Background: an optimization exercise with open tools, aiming at small area, a short achievable clock period and few clock cycles. Do not read the settings as production practice. The RTL was checked by simulation tests, not by an equivalence proof against the original design. Power and IR drop assume default switching activity.

Setup of rev 12:
Design p18240_core, start of the top module:
module p18240_core (
  input  logic        clock,
  input  logic        reset_L,
  output logic [15:0] mem_addr,
  output logic [15:0] mem_wdata,
  output logic        mem_re,
  output logic        mem_we,
  input  logic [15:0] mem_rdata,
  output logic        halted);
For scale: about 3200 cells after synthesis, ~53 I/O pins.
clock: 10.0 ns
lec_check: 0
abc_clock_period_in_ps: 4000
cap_margin: 20
core_margin: 2
core_utilization: 40
place_density: 0.6
setup_slack_margin: 5
slew_margin: 20
run.sh (not shown) runs the stock make flow with config.mk's settings and CLKGATE_MAP_FILE= SYNTH_SCRIPT=/design/flow/synth_recipe.tcl, a recipe that flattens the netlist after the stock synthesis.
Testbench counts of rev 12, summed over its fixed seeds: cycles 26,823.
What rev 13 does differently from rev 12 at the input level:
Settings: SETUP_SLACK_MARGIN now 2.5, was 5.
Findings:
Rev 13 reached the end of the flow, and the finished layout is clean on the timing, design-rule and antenna checks. Rev 13: clock share of power higher than rev 12. Sort rev 13 and rev 12 by final non-filler cell area desc -> top: rev 12. Compared to rev 12, the routing of rev 13 uses less wire. Going from rev 12 to rev 13, power in combinational cells shrank by more than 10%. Summary of rev 13 over rev 12: final core area utilization went down, ratio of total power to cell area went up.

---

violet:
Another version of the RTL of p18240_core (not shown whole).
For scale: roughly 2700 cells after synthesis, about 670 flip-flops, roughly 53 I/O pins, about 29000 sq um of cells after synthesis.
Design p18240_core, start of the top module:
module p18240_core (
  input  logic        clock,
  input  logic        reset_L,
  output logic [15:0] mem_addr,
  output logic [15:0] mem_wdata,
  output logic        mem_re,
  output logic        mem_we,
  input  logic [15:0] mem_rdata,
  output logic        halted);
  function automatic logic [16:0] add16(input logic [15:0] a, input logic [15:0] b,
                                        input logic ci);
    logic [16:0] g, p, gn, pn;
    g[0] = ci;
    p[0] = 1'b0;
    for (int i = 0; i < 16; i++) begin
      g[i+1] = a[i] & b[i];
      p[i+1] = a[i] ^ b[i];
    end
    for (int d = 1; d < 17; d = d * 2) begin
      gn = g;
      pn = p;
      for (int j = d; j < 17; j++) begin
        gn[j] = g[j] | (p[j] & g[j-d]);
        pn[j] = p[j] & p[j-d];
      end
      g = gn;
      p = pn;
    end
    for (int i = 0; i < 16; i++)
      add16[i] = a[i] ^ b[i] ^ g[i];
    add16[16] = g[16];
  endfunction
  logic        st_f, st_fw, st_e1, st_e2;    
  logic        halt_q;
  ...
clock: 10.0 ns
lec_check: 0
abc_clock_period_in_ps: 4000
cap_margin: 20
core_margin: 2
core_utilization: 55
place_density: 0.7
setup_slack_margin: 5
slew_margin: 20
Testbench counts of violet, summed over its fixed seeds: cycles 26,823.
## Diff of input files: quartz against violet
Settings: changing CORE_UTILIZATION from 55 to 40; changing PLACE_DENSITY from 0.7 to 0.6.
[summary]
The setup slack of quartz is smaller than that of violet.
Max final cell count across quartz and violet: quartz
Total number of nets in the final design: quartz and violet compared, lower one is quartz
Between quartz and violet, clock network fraction of total power is lower for violet, quartz comes in above that.
On quartz: combined global-route utilization of all metal layers is 7.8 points lower than what violet gave.
Compared with violet, in quartz share of the clock period used by the worst path went up 1.0 points, relative contribution of combinational cells to total power held, maximum frequency from static timing analysis went down 1.8%.
On delay contributed by the slowest stage of the critical path: quartz sits above violet.
Any difference in area occupied by registers between violet and quartz is small enough to ignore.
Comparing quartz and violet, count of clock buffers in the final design is lower on violet.

---

job 101:
p18240_core, a different RTL version from the one above (not shown whole).
Size in the first run: about 680 flip-flops, about 53 I/O pins.
clock: 10.0 ns
lec_check: 0
cap_margin: 20
core_margin: 2
core_utilization: 55
cts_cluster_diameter: 60
cts_cluster_size: 30
place_density: 0.7
setup_slack_margin: 5
slew_margin: 20
Testbench counts of job 101, summed over its fixed seeds: cycles 26,823.
Here is what was changed in the inputs of job 104 compared with job 101.
- CTS_CLUSTER_SIZE: 30 -> unset
- CORE_UTILIZATION: 55 -> 40
- PLACE_DENSITY: 0.7 -> 0.6
- CTS_CLUSTER_DIAMETER: 60 -> unset
- ABC_CLOCK_PERIOD_IN_PS: unset -> 4000
### Flow results
Relative to job 101, largest incremental delay on the critical path has decreased by 0.21 ns in job 104.
In the flow results for job 104 and job 101, the number of signal-net buffers in the layout is smaller on job 104.
Between job 101 and job 104, the final cycle utilization of the critical path figures differ only marginally.
Relative to job 101, first-pass GRT wire length has gone up in job 104.
The cell count after placement in job 104 was higher than what job 101 gave.
Job 104 has largest fanout on the critical path above what job 101 had.
The run showing the smaller wire length reported by the detailed router is job 101.

---

old:
Starting RTL as in the previous note.
Design p18240_core, start of the top module:
module p18240_core (
  input  logic        clock,
  input  logic        reset_L,
  output logic [15:0] mem_addr,
  output logic [15:0] mem_wdata,
  output logic        mem_re,
  output logic        mem_we,
  input  logic [15:0] mem_rdata,
  output logic        halted);
  function automatic logic [16:0] add16(input logic [15:0] a, input logic [15:0] b,
                                        input logic ci);
    logic [16:0] g, p, gn, pn;
    g[0] = ci;
    p[0] = 1'b0;
    for (int i = 0; i < 16; i++) begin
      g[i+1] = a[i] & b[i];
      p[i+1] = a[i] ^ b[i];
    end
    for (int d = 1; d < 17; d = d * 2) begin
      gn = g;
      pn = p;
      for (int j = d; j < 17; j++) begin
        gn[j] = g[j] | (p[j] & g[j-d]);
        pn[j] = p[j] & p[j-d];
      end
      g = gn;
      p = pn;
    end
    for (int i = 0; i < 16; i++)
      add16[i] = a[i] ^ b[i] ^ g[i];
    add16[16] = g[16];
  endfunction
  logic        st_f, st_fw, st_e1, st_e2;    
  logic        halt_q;
  logic [15:0] pc, pc_n, sp, sp_n, t, t_n;
  ...
export LEC_CHECK = 0
export CAP_MARGIN = 20
export CORE_MARGIN = 2
export CORE_UTILIZATION = 40
export CTS_CLUSTER_DIAMETER = 60
export CTS_CLUSTER_SIZE = 30
export PLACE_DENSITY = 0.6
export SETUP_SLACK_MARGIN = 5
export SLEW_MARGIN = 20
export TNS_END_PERCENT = 10
create_clock -name core_clock -period 10.0 [get_ports {clock}]
Testbench counts of old, summed over its fixed seeds: cycles 26,823.
## Diff of input files: new against old
Settings: TNS_END_PERCENT: 10 -> 30.
## What came out
new reached the final stage; the timing, design-rule and antenna checks on its layout passed. Every stage of the flow completed for old, and the final layout passed the timing, design-rule and antenna checks. [compare] base=old new=new: global routing usage on met1 has remained practically unchanged; number of nets with antenna violations after routing has remained practically unchanged; final area has increased. Of new and old, the higher buffers plus inverters on the worst setup path belongs to old. Where total via count in the routed design is concerned, old is better than new. old reports its critical path endpoint as mem_addr[9] while new reports mem_wdata[13]. new vs. old: fraction of final layout cells sized beyond drive strength 1 went up by 1.4 points. new against old: total power neither gained nor lost much; combinational power now larger. Diff new..old | xor and xnor fraction of the mapped netlist area | unchanged. Between old and new, the flow reports per-cell via count in the routed design increasing slightly. new ended up with met5 as its highest signal layer in the routed design; old ended up with met4. Looking at minimum setup slack in the final design across new and old, the one that comes out lower is old.

---

Starting RTL as in the previous note.
==> flow/config.mk <==
export PLATFORM = sky130hd
export DESIGN_NAME = p18240_core
export DESIGN_NICKNAME = p18240_core
export VERILOG_FILES = /design/flow/design.v
export SDC_FILE = /design/flow/constraint.sdc
export NUM_CORES = 4
export LEC_CHECK = 0
export ABC_CLOCK_PERIOD_IN_PS = 2500
export CAP_MARGIN = 20
export CORE_MARGIN = 2
export CORE_UTILIZATION = 40
export PLACE_DENSITY = 0.6
export SLEW_MARGIN = 20
==> flow/constraint.sdc <==
create_clock -name core_clock -period 10.0 [get_ports {clock}]
set_input_delay 2.0000 -clock core_clock [delete_from_list [all_inputs] [get_ports {clock}]]
set_output_delay 2.0000 -clock core_clock [all_outputs]
set_load 0.01 [all_outputs]
standard.sh (not shown) runs the stock make flow with config.mk's settings and CLKGATE_MAP_FILE= SYNTH_SCRIPT=/design/flow/synth_recipe.tcl, a recipe that flattens the netlist after the stock synthesis.
==> flow/flow/run.sh <==
#!/bin/bash
set -euo pipefail
bash standard.sh SETUP_SLACK_MARGIN=5.8 finish > standard.log 2>&1
Testbench counts at the start, summed over its fixed seeds: cycles 26,823.
==> next run, changes <==
==> flow/run.sh (new file) <==
#!/bin/bash
# synth_recipe.tcl (not shown) runs the flow's synth.tcl, then flattens the netlist and writes it again
# the make line also repeats each setting of config.mk as NAME=value (left out here)
make -C /OpenROAD-flow-scripts/flow DESIGN_CONFIG=/design/flow/config.mk WORK_HOME=/design/flow/orfs CLKGATE_MAP_FILE= SYNTH_SCRIPT=/design/flow/synth_recipe.tcl finish
--- a/flow/config.mk
+++ b/flow/config.mk
@@ -7,3 +7,2 @@
 export LEC_CHECK = 0
-export ABC_CLOCK_PERIOD_IN_PS = 2500
 export CAP_MARGIN = 20
@@ -11,3 +10,6 @@
 export CORE_UTILIZATION = 40
+export CTS_CLUSTER_DIAMETER = 60
+export CTS_CLUSTER_SIZE = 30
 export PLACE_DENSITY = 0.6
+export SETUP_SLACK_MARGIN = 5
 export SLEW_MARGIN = 20
removed: flow/flow/run.sh
removed: flow/standard.sh
The changed run completed without violations.
Cell area came out lower by 7.2%.
Fmax came out lower by 3.1%.
Sequential cell count does not change.
Global-route usage came out lower by 1.2 points.

---

Setup of wip/harbor:
Starting RTL as in the previous note.
Settings: LEC_CHECK=0, CAP_MARGIN=20, CORE_MARGIN=2, CORE_UTILIZATION=40, CTS_CLUSTER_DIAMETER=45, CTS_CLUSTER_SIZE=24, PLACE_DENSITY=0.6, SETUP_SLACK_MARGIN=5, SLEW_MARGIN=20; clock period 10.0 ns.
run.sh (not shown) runs the stock make flow with config.mk's settings and CLKGATE_MAP_FILE= SYNTH_SCRIPT=/design/flow/synth_recipe.tcl, a recipe that flattens the netlist after the stock synthesis.
Stock flow here: none of the scripts above is used.
Testbench counts of wip/harbor, summed over its fixed seeds: cycles 26,823.
## Diff of input files: wip/sierra against wip/harbor
--- a/flow/config.mk
+++ b/flow/config.mk
@@ -10,4 +10,4 @@
 export CORE_UTILIZATION = 40
-export CTS_CLUSTER_DIAMETER = 45
-export CTS_CLUSTER_SIZE = 24
+export CTS_CLUSTER_DIAMETER = 60
+export CTS_CLUSTER_SIZE = 30
 export PLACE_DENSITY = 0.6
@@ -15 +15,2 @@
 export SLEW_MARGIN = 20
+export TNS_END_PERCENT = 0
Results
- The flow did not stop early for wip/sierra: all stages ran, and the layout cleared the timing, design-rule and antenna checks.
- Of wip/sierra and wip/harbor, the run reporting the lower design area was wip/sierra.
- Summary of wip/sierra over wip/harbor: hold slack grew by 22 ps, wire length of the first global-routing pass fell by 2.3%, via count shows a reduction of 597.
- wip/sierra vs. wip/harbor: overall die height about even, number of global-route vias before repair went down by about 3%, smallest setup slack after layout fell 190 ps.
--- input diff wip/sierra..wip/fjord ---
--- a/flow/config.mk
+++ b/flow/config.mk
@@ -7,2 +7,3 @@
 export LEC_CHECK = 0
+export ABC_CLOCK_PERIOD_IN_PS = 2500
 export CAP_MARGIN = 20
@@ -10,4 +11,2 @@
 export CORE_UTILIZATION = 40
-export CTS_CLUSTER_DIAMETER = 60
-export CTS_CLUSTER_SIZE = 30
 export PLACE_DENSITY = 0.6
@@ -15,2 +14 @@
 export SLEW_MARGIN = 20
-export TNS_END_PERCENT = 0
## What came out
- | layout-stage area growth over the synthesis result | wip/fjord vs wip/sierra | 3.9 points higher |
- wip/fjord against wip/sierra: final cell count went up 95, design area went up 1100 sq um.
- The worst hold slack after final layout on wip/fjord is in line with that on wip/sierra.
- Endpoint of the worst setup timing path: mem_wdata[15] -> wip/sierra, mem_addr[10] -> wip/fjord
- In the tables for wip/fjord and wip/sierra, part of the total power dissipated in sequential elements reads higher with wip/sierra.
- Going from wip/sierra to wip/fjord, routed length on met2 grew slightly.
- Taking wip/sierra as the reference, in wip/fjord number of inserted filler cells in the final layout went down by 44, global-route usage went up by 0.67 points, detailed-routing wirelength on met1 rose by about 2%, global-route wire length before repair saw an increase.
- asel[2] as the timing startpoint of the critical path was reported by wip/fjord, and bsel[6] by wip/sierra.
Setup changes, wip/fjord to wip/pepper
--- a/flow/config.mk
+++ b/flow/config.mk
@@ -7,3 +7,2 @@
 export LEC_CHECK = 0
-export ABC_CLOCK_PERIOD_IN_PS = 2500
 export CAP_MARGIN = 20
@@ -12,3 +11,3 @@
 export PLACE_DENSITY = 0.6
-export SETUP_SLACK_MARGIN = 5
+export SETUP_SLACK_MARGIN = 4.8
 export SLEW_MARGIN = 20
Notes after the runs:
- wip/pepper and wip/fjord ended up with roughly the same met1 global-route usage.
- Compared with wip/fjord, placement density in the core of wip/pepper is lower.
- Met1 routed wirelength after detailed routing: wip/pepper vs wip/fjord down 0.76%
- Compared with wip/fjord, in wip/pepper setup slack lower, design area now smaller, fraction of standard cell area that is sequential now sits higher, total wire length after detailed routing now smaller.
## Diff of input files: wip/zinc against wip/pepper
==> flow/flow/run.sh (new file) <==
#!/bin/bash
set -euo pipefail
bash standard.sh SETUP_SLACK_MARGIN=5.7 finish > standard.log 2>&1
==> flow/standard.sh (new file) <==
#!/bin/bash
# synth_recipe.tcl (not shown) runs the flow's synth.tcl, then flattens the netlist and writes it again
# the make line also repeats each setting of config.mk as NAME=value (left out here)
make -C /OpenROAD-flow-scripts/flow DESIGN_CONFIG=/design/flow/config.mk WORK_HOME=/design/flow/orfs CLKGATE_MAP_FILE= SYNTH_SCRIPT=/design/flow/synth_recipe.tcl "${@:-finish}"
--- a/flow/config.mk
+++ b/flow/config.mk
@@ -7,2 +7,3 @@
 export LEC_CHECK = 0
+export ABC_CLOCK_PERIOD_IN_PS = 4000
 export CAP_MARGIN = 20
@@ -11,3 +12,2 @@
 export PLACE_DENSITY = 0.6
-export SETUP_SLACK_MARGIN = 4.8
 export SLEW_MARGIN = 20
removed: flow/run.sh
Results
Reported for wip/pepper and wip/zinc, fraction of registers with async set/reset turned out identical to the last digit. For wip/pepper, the beginning of the critical path was st_fw, unlike wip/zinc, where it was asel[3]. The lower non-clock buffer area fraction after layout of wip/pepper and wip/zinc is in wip/pepper. In wip/zinc relative to wip/pepper, first-pass GRT wire length had gone up by a few percent. Against wip/pepper as the reference, wip/zinc delivers a lower minimum period implied by the final worst setup slack. wip/zinc vs. wip/pepper: relative area of clock buffers and inverters in the final design went down by 0.31 points. Between wip/pepper and wip/zinc, the flow reports met3 layer wire length in the routed design increasing by more than 10%.

---

Another version of the RTL of p18240_core (not shown whole).
For scale: about 680 flip-flops, ~29000 µm² of cells after synthesis.
make LEC_CHECK=0 CAP_MARGIN=20 CORE_MARGIN=2 CORE_UTILIZATION=40 CTS_CLUSTER_DIAMETER=60 CTS_CLUSTER_SIZE=30 PLACE_DENSITY=0.6 SETUP_SLACK_MARGIN=5 SLEW_MARGIN=20 finish   # period 10.0 ns
Stock flow here: none of the scripts above is used.
The first run produced a clean layout.
Testbench counts at the start, summed over its fixed seeds: cycles 26,823.
Then changed:
Settings changed: CORE_UTILIZATION 40 to 55, PLACE_DENSITY 0.6 to 0.7.
The changed run completed with no timing, DRC or antenna violations; final cell count goes down by a little under a tenth; worst setup slack gets worse by 0.044 ns; flip-flop and latch count is unchanged; global-route usage rose by 7.9 points.

---

## before
Another version of the RTL of p18240_core (not shown whole).
Size: ~670 flip-flops, ~53 I/O pins, ~29000 µm² of cells after synthesis.
make LEC_CHECK=0 ABC_CLOCK_PERIOD_IN_PS=4000 CAP_MARGIN=20 CORE_MARGIN=2 CORE_UTILIZATION=40 CTS_BUF_LIST=sky130_fd_sc_hd__clkbuf_8 CTS_CLUSTER_SIZE=24 PLACE_DENSITY=0.6 SETUP_SLACK_MARGIN=5 SLEW_MARGIN=20 finish   # period 10.0 ns
Testbench counts of before, summed over its fixed seeds: cycles 26,823.
Changes in after relative to before:
- clearing CTS_BUF_LIST, which used to be sky130_fd_sc_hd__clkbuf_8
- clearing CTS_CLUSTER_SIZE, which used to be 24
Results
after: worst-case setup margin in the final layout is 0.17 ns higher than what before reported.
Delta (after minus before): standby leakage power fell by about 2.7%; final setup skew now smaller; critical path depth fell 1; clock buffer and inverter area fraction after layout went up by 0.54 points; final routed wirelength across all metal layers fell 2.7%.
~same part of the total power dissipated in combinational logic in after and before
after has completed all stages; timing, DRC and antenna checks passed.
after vs before — part of the total power dissipated in the clock network rose 2.3 points.
On synthesized area, before tracks after almost exactly.
| number of cells upsized or downsized after cts | lower: after |

## separate check: timing with driven ports
No port has a modelled driver above. Below, the same layouts with a new extraction and two added sets of constraints.
Step 1 (the two cells are an assumption about what drives the block):
set clk [get_ports {clock}]
set_driving_cell -lib_cell sky130_fd_sc_hd__clkbuf_16 $clk
set_driving_cell -lib_cell sky130_fd_sc_hd__buf_2 [delete_from_list [all_inputs] $clk]
Step 2, shift: input delay + t, output delay - t, t = (earliest + latest rising clock arrival at the registers) / 2. This alone moves slack from input paths to output paths.
Three values: no drivers, after step 1, after step 2; two values: the first two.
run	t (ns)	setup WS [ns]	worst data-port slew with drivers (ns)
rev 12	0.692	4.592 / 4.525 / 4.500	0.03
rev 13	0.683	3.380 / 3.315 / 3.637	0.03
violet	0.682	4.492 / 4.427 / 4.519	0.04
quartz	0.684	4.393 / 4.329 / 4.675	0.04
job 101	0.667	4.937 / 4.870 / 4.658	0.03
job 104	0.685	4.945 / 4.874 / 4.627	0.10
old	0.681	4.787 / 4.718 / 4.515	0.09
new	0.685	4.863 / 4.791 / 4.510	0.09
the first run of note 5	0.686	5.061 / 4.990 / 5.255	0.08
the second run of note 5	0.682	4.905 / 4.837 / 4.576	0.09
wip/harbor	0.695	4.965 / 4.895 / 4.598	0.10
wip/sierra	0.683	4.775 / 4.706 / 4.530	0.09
wip/fjord	0.685	4.945 / 4.874 / 4.627	0.10
wip/pepper	0.681	4.854 / 4.785 / 4.557	0.09
wip/zinc	0.686	5.081 / 5.009 / 5.117	0.10
the first run of note 7	0.676	4.804 / 4.738 / 4.566	0.04
the second run of note 7	0.663	4.760 / 4.702 / 4.549	0.04
before	0.807	4.661 / 4.598 / 4.691	0.03
after	0.679	4.835 / 4.770 / 4.668	0.03
After both steps every run listed still meets setup and hold. The setup slack of wip/harbor, which loses most, moves by -0.070 ns with the drivers and by -0.367 ns with both steps.
